Context: an optimization exercise on an open-source flow, tuned for small area, a short achievable clock period and few clock cycles per item. The choices shown serve that exercise and are no tape-out recipe.
In this exercise RTL edits were held to simulation tests only and were not proved equivalent to the original.

==> job 7754 <==
// systolic_array
module systolic_array #(
    parameter DATAWIDTH = 16,
    parameter N_SIZE = 4
) (
    input clk, rst_n,
    input valid_in,
    input [N_SIZE*DATAWIDTH-1:0] matrix_a_in,  
    input [N_SIZE*DATAWIDTH-1:0] matrix_b_in,  
    output reg valid_out,
    output [N_SIZE*DATAWIDTH*2-1:0] matrix_out  
);
export LEC_CHECK = 0
export CAP_MARGIN = 20
export CORE_MARGIN = 2
export CORE_UTILIZATION = 40
export SLEW_MARGIN = 20
create_clock -name core_clock -period 10.0 [get_ports {clk}]
standard.sh (not shown) runs the stock make flow with config.mk's settings and CLKGATE_MAP_FILE= SYNTH_SCRIPT=/design/flow/synth_recipe.tcl, a recipe that flattens the netlist after the stock synthesis.
==> flow/flow/run.sh <==
#!/bin/bash
# Layout flow: the standard ORFS flow (standard.sh) with three changes:
#  - after the standard synthesis, flow/fixpol.py removes most of the inverters that
#    Yosys' full-adder extraction leaves between full adders (each full adder may be used
#    in its inverted form, since FA(~a,~b,~c) = ~FA(a,b,c)); registers are not touched;
#  - the repair steps aim for a larger setup slack margin, so that the paths end well
#    below the 10 ns clock period; the SDC and the period are the standard flow's own;
#  - port buffers are buf_2, and the clock tree uses larger sink clusters.
set -euo pipefail
R=orfs/results/sky130hd/systolic_array/base
ARGS="SETUP_SLACK_MARGIN=6.7 CORE_UTILIZATION=60 CTS_CLUSTER_SIZE=30 CTS_CLUSTER_DIAMETER=60"
bash standard.sh synth > standard_synth.log 2>&1
cp $R/1_2_yosys.v $R/1_2_yosys.standard.v
python3 flow/fixpol.py $R/1_2_yosys.standard.v $R/1_2_yosys.v > fixpol.log 2>&1
bash standard.sh $ARGS BUFFER_PORTS_ARGS='-buffer_cell sky130_fd_sc_hd__buf_2' finish > standard_flow.log 2>&1
Other scripts of this flow, unchanged in this note and not shown: flow/flow/fixpol.py
==> job 1787: changes against job 7754 <==
--- a/flow/flow/run.sh
+++ b/flow/flow/run.sh
@@ -9,5 +9,5 @@
 set -euo pipefail
 R=orfs/results/sky130hd/systolic_array/base
-ARGS="SETUP_SLACK_MARGIN=6.7 CORE_UTILIZATION=60 CTS_CLUSTER_SIZE=30 CTS_CLUSTER_DIAMETER=60"
+ARGS="SETUP_SLACK_MARGIN=6.7 CORE_UTILIZATION=65 CTS_CLUSTER_SIZE=30 CTS_CLUSTER_DIAMETER=70"
 bash standard.sh synth > standard_synth.log 2>&1
 cp $R/1_2_yosys.v $R/1_2_yosys.standard.v
==> job 197: changes against job 7754 <==
==> flow/flow/run.sh (replaced) <==
#!/bin/bash
# Layout flow: the standard ORFS flow (standard.sh) with three changes:
#  - after the standard synthesis, flow/fixpol.py removes most of the inverters that
#    Yosys' full-adder extraction leaves between full adders (each full adder may be used
#    in its inverted form, since FA(~a,~b,~c) = ~FA(a,b,c)); registers are not touched;
#  - the repair steps aim for a larger setup slack margin (larger still after global
#    routing), so that the paths end well below the 10 ns clock period; the SDC and the
#    period are the standard flow's own;
#  - port buffers are buf_2, and the clock tree uses larger sink clusters.
set -euo pipefail
R=orfs/results/sky130hd/systolic_array/base
ARGS="CORE_UTILIZATION=65 CTS_CLUSTER_SIZE=30 CTS_CLUSTER_DIAMETER=60"
bash standard.sh synth > standard_synth.log 2>&1
cp $R/1_2_yosys.v $R/1_2_yosys.standard.v
python3 flow/fixpol.py $R/1_2_yosys.standard.v $R/1_2_yosys.v > fixpol.log 2>&1
bash standard.sh $ARGS SETUP_SLACK_MARGIN=6.7 BUFFER_PORTS_ARGS='-buffer_cell sky130_fd_sc_hd__buf_2' cts > standard_flow_cts.log 2>&1
bash standard.sh $ARGS SETUP_SLACK_MARGIN=6.9 BUFFER_PORTS_ARGS='-buffer_cell sky130_fd_sc_hd__buf_2' finish > standard_flow.log 2>&1
==> impl_metrics.tcl <==
set metrics [dict create \
    dp_slack_ns 5.52 \
    critical_path.max_fanout 3 \
    final_cell_mix "844 x dfxtp_1, 439 x xnor2_1, 376 x fa_1" \
    status "finished clean" \
    placed_area_um2 51800 \
    min_from "rb1[20]" \
    antenna_found_initial 16 \
]
Source of the figures above: job 197

==> impl_metrics.tcl <==
set metrics [dict create \
    dp_slack_ns 5.52 \
    final_cell_mix "906 x dfxtp_1, 549 x fa_1, 478 x a22oi_1" \
    antenna_found_initial 9 \
    status "finished clean" \
    ff2ff_setup_slack_ns 6.63 \
    placed_area_um2 51800 \
    min_from "rb2[49]" \
]
Source of the figures above: job 1787

==> impl_metrics.tcl <==
set metrics [dict create \
    antenna_found_initial 5 \
    dp_slack_ns 5.75 \
    final_cell_mix "909 x dfxtp_1, 548 x fa_1, 474 x a22oi_1" \
    worst_slack_ns 6.66 \
    status "finished clean" \
    placed_area_um2 51900 \
    viasPerCell 6.00 \
    taps 1070 \
    syn_area_um2 50000 \
    min_from "ra1_1[8]" \
    critical_path.max_fanout 4 \
    met3_usage_pct 8.73 \
]
Source of the figures above: job 7754

Testbench counts of job 7754, summed over its fixed seeds: cycles 14,592, matrices 768.
Testbench counts of job 1787, summed over its fixed seeds: cycles 14,592, matrices 768.
Testbench counts of job 197, summed over its fixed seeds: cycles 14,592, matrices 768.

========
==> v19 <==
Another version of the RTL of systolic_array (not shown whole).
==> flow/config.mk <==
export PLATFORM = sky130hd
export DESIGN_NAME = systolic_array
export DESIGN_NICKNAME = systolic_array
export VERILOG_FILES = /design/flow/design.v
export SDC_FILE = /design/flow/constraint.sdc
export NUM_CORES = 8
export LEC_CHECK = 0
export CAP_MARGIN = 20
export CORE_MARGIN = 2
export CORE_UTILIZATION = 40
export SLEW_MARGIN = 20
==> flow/constraint.sdc <==
create_clock -name core_clock -period 10.0 [get_ports {clk}]
set_input_delay 2.0000 -clock core_clock [delete_from_list [all_inputs] [get_ports {clk}]]
set_output_delay 2.0000 -clock core_clock [all_outputs]
set_load 0.01 [all_outputs]
==> flow/flow/run.sh <==
#!/bin/bash
# Layout flow: the standard ORFS flow (standard.sh) with three changes:
#  - after the standard synthesis, flow/fixpol.py removes most of the inverters that
#    Yosys' full-adder extraction leaves between full adders (each full adder may be used
#    in its inverted form, since FA(~a,~b,~c) = ~FA(a,b,c)); registers are not touched;
#  - the repair steps aim for a larger setup slack margin, so that the paths end well
#    below the 10 ns clock period; the SDC and the period are the standard flow's own;
#  - port buffers are buf_2, and the clock tree uses larger sink clusters.
set -euo pipefail
R=orfs/results/sky130hd/systolic_array/base
ARGS="SETUP_SLACK_MARGIN=6.6 CORE_UTILIZATION=70 CTS_CLUSTER_SIZE=30 CTS_CLUSTER_DIAMETER=60"
bash standard.sh synth > standard_synth.log 2>&1
cp $R/1_2_yosys.v $R/1_2_yosys.standard.v
python3 flow/fixpol.py $R/1_2_yosys.standard.v $R/1_2_yosys.v > fixpol.log 2>&1
bash standard.sh $ARGS BUFFER_PORTS_ARGS='-buffer_cell sky130_fd_sc_hd__buf_2' CTS_ARGS='-sink_clustering_enable -repair_clock_nets -sink_clustering_size 15 -sink_clustering_max_diameter 60 -sink_clustering_buffer sky130_fd_sc_hd__clkbuf_8' finish > standard_flow.log 2>&1
Other scripts of this flow, unchanged in this note and not shown: flow/flow/fixpol.py
==> v24: changes against v19 <==
--- a/flow/flow/run.sh
+++ b/flow/flow/run.sh
@@ -10,3 +10,3 @@
 R=orfs/results/sky130hd/systolic_array/base
-ARGS="SETUP_SLACK_MARGIN=6.6 CORE_UTILIZATION=70 CTS_CLUSTER_SIZE=30 CTS_CLUSTER_DIAMETER=60"
+ARGS="SETUP_SLACK_MARGIN=6.7 CORE_UTILIZATION=65 CTS_CLUSTER_SIZE=30 CTS_CLUSTER_DIAMETER=60"
 bash standard.sh synth > standard_synth.log 2>&1
@@ -14,2 +14,2 @@
 python3 flow/fixpol.py $R/1_2_yosys.standard.v $R/1_2_yosys.v > fixpol.log 2>&1
-bash standard.sh $ARGS BUFFER_PORTS_ARGS='-buffer_cell sky130_fd_sc_hd__buf_2' CTS_ARGS='-sink_clustering_enable -repair_clock_nets -sink_clustering_size 15 -sink_clustering_max_diameter 60 -sink_clustering_buffer sky130_fd_sc_hd__clkbuf_8' finish > standard_flow.log 2>&1
+bash standard.sh $ARGS BUFFER_PORTS_ARGS='-buffer_cell sky130_fd_sc_hd__buf_2' CTS_ARGS='-sink_clustering_enable -repair_clock_nets -sink_clustering_size 12 -sink_clustering_max_diameter 70 -sink_clustering_buffer sky130_fd_sc_hd__clkbuf_8' finish > standard_flow.log 2>&1
==> v39: changes against v19 <==
--- a/flow/flow/run.sh
+++ b/flow/flow/run.sh
@@ -10,3 +10,3 @@
 R=orfs/results/sky130hd/systolic_array/base
-ARGS="SETUP_SLACK_MARGIN=6.6 CORE_UTILIZATION=70 CTS_CLUSTER_SIZE=30 CTS_CLUSTER_DIAMETER=60"
+ARGS="SETUP_SLACK_MARGIN=6.7 CORE_UTILIZATION=65 CTS_CLUSTER_SIZE=30 CTS_CLUSTER_DIAMETER=60"
 bash standard.sh synth > standard_synth.log 2>&1
@@ -14,2 +14,2 @@
 python3 flow/fixpol.py $R/1_2_yosys.standard.v $R/1_2_yosys.v > fixpol.log 2>&1
-bash standard.sh $ARGS BUFFER_PORTS_ARGS='-buffer_cell sky130_fd_sc_hd__buf_2' CTS_ARGS='-sink_clustering_enable -repair_clock_nets -sink_clustering_size 15 -sink_clustering_max_diameter 60 -sink_clustering_buffer sky130_fd_sc_hd__clkbuf_8' finish > standard_flow.log 2>&1
+bash standard.sh $ARGS BUFFER_PORTS_ARGS='-buffer_cell sky130_fd_sc_hd__buf_2' finish > standard_flow.log 2>&1
==> impl_metrics.env <==
export IMPL_fin_cells=5137
export IMPL_worstReg2RegStart="ps0[2]"
export IMPL_via_per_inst=6.25
export IMPL_final_seq_area_mm2=0.0198
export IMPL_whs_ns=0.313
export IMPL_vias=32100
export IMPL_wl_per_cell_um=24.2
export IMPL_area_delta_synth_final_pct=9.30
export IMPL_status="complete, no violations"
export IMPL_antenna_found_initial=0
That was v19.
==> impl_metrics.env <==
export IMPL_final_seq_area_mm2=0.0199
export IMPL_status="complete, no violations"
export IMPL_antenna_found_initial=7
export IMPL_area_delta_synth_final_pct=13.2
export IMPL_via_per_inst=6.10
export IMPL_vias=32000
That was v39.
==> impl_metrics.env <==
export IMPL_vias=31700
export IMPL_whs_ns=0.306
export IMPL_area_delta_synth_final_pct=11.1
export IMPL_wl_per_cell_um=24.0
export IMPL_fin_cells=5228
export IMPL_status="complete, no violations"
export IMPL_worstReg2RegStart="ps0[2]"
That was v24.
Testbench counts of v19, summed over its fixed seeds: cycles 14,592, matrices 768.
Testbench counts of v24, summed over its fixed seeds: cycles 14,592, matrices 768.
Testbench counts of v39, summed over its fixed seeds: cycles 14,592, matrices 768.

## re-timing with driven ports
The flow's constraints put no driver on any port. The routed layouts listed below were extracted and timed again, unchanged, in two steps. Step 1 (the two cells are an assumption about what drives the block):
set clk [get_ports {clk}]
set_driving_cell -lib_cell sky130_fd_sc_hd__clkbuf_16 $clk
set_driving_cell -lib_cell sky130_fd_sc_hd__buf_2 [delete_from_list [all_inputs] $clk]
Step 2 also shifts input and output timing later by t, the mid clock arrival at the registers, as if the neighbouring blocks saw the same clock. Three values: no drivers, after step 1, after step 2; two values: the first two.
| run | t, ns | setup WS [ns] | worst setup path after step 2 | worst slew at a driven data input, ns |
|---|---|---|---|---|
| job 7754 | 0.739 | 6.663 / 6.663 / 6.663 | register to register | 0.08 |
| job 1787 | 0.726 | 6.634 / 6.634 / 6.634 | register to register | 0.07 |
| job 197 | 0.743 | 6.515 / 6.515 / 6.515 | register to register | 0.06 |
| v19 | 0.695 | 6.628 / 6.628 / 6.628 | register to register | 0.08 |
| v24 | 0.716 | 6.595 / 6.595 / 6.595 | register to register | 0.09 |
| v39 | 0.718 | 6.640 / 6.640 / 6.640 | register to register | 0.08 |
After both steps every run listed still meets setup and hold.
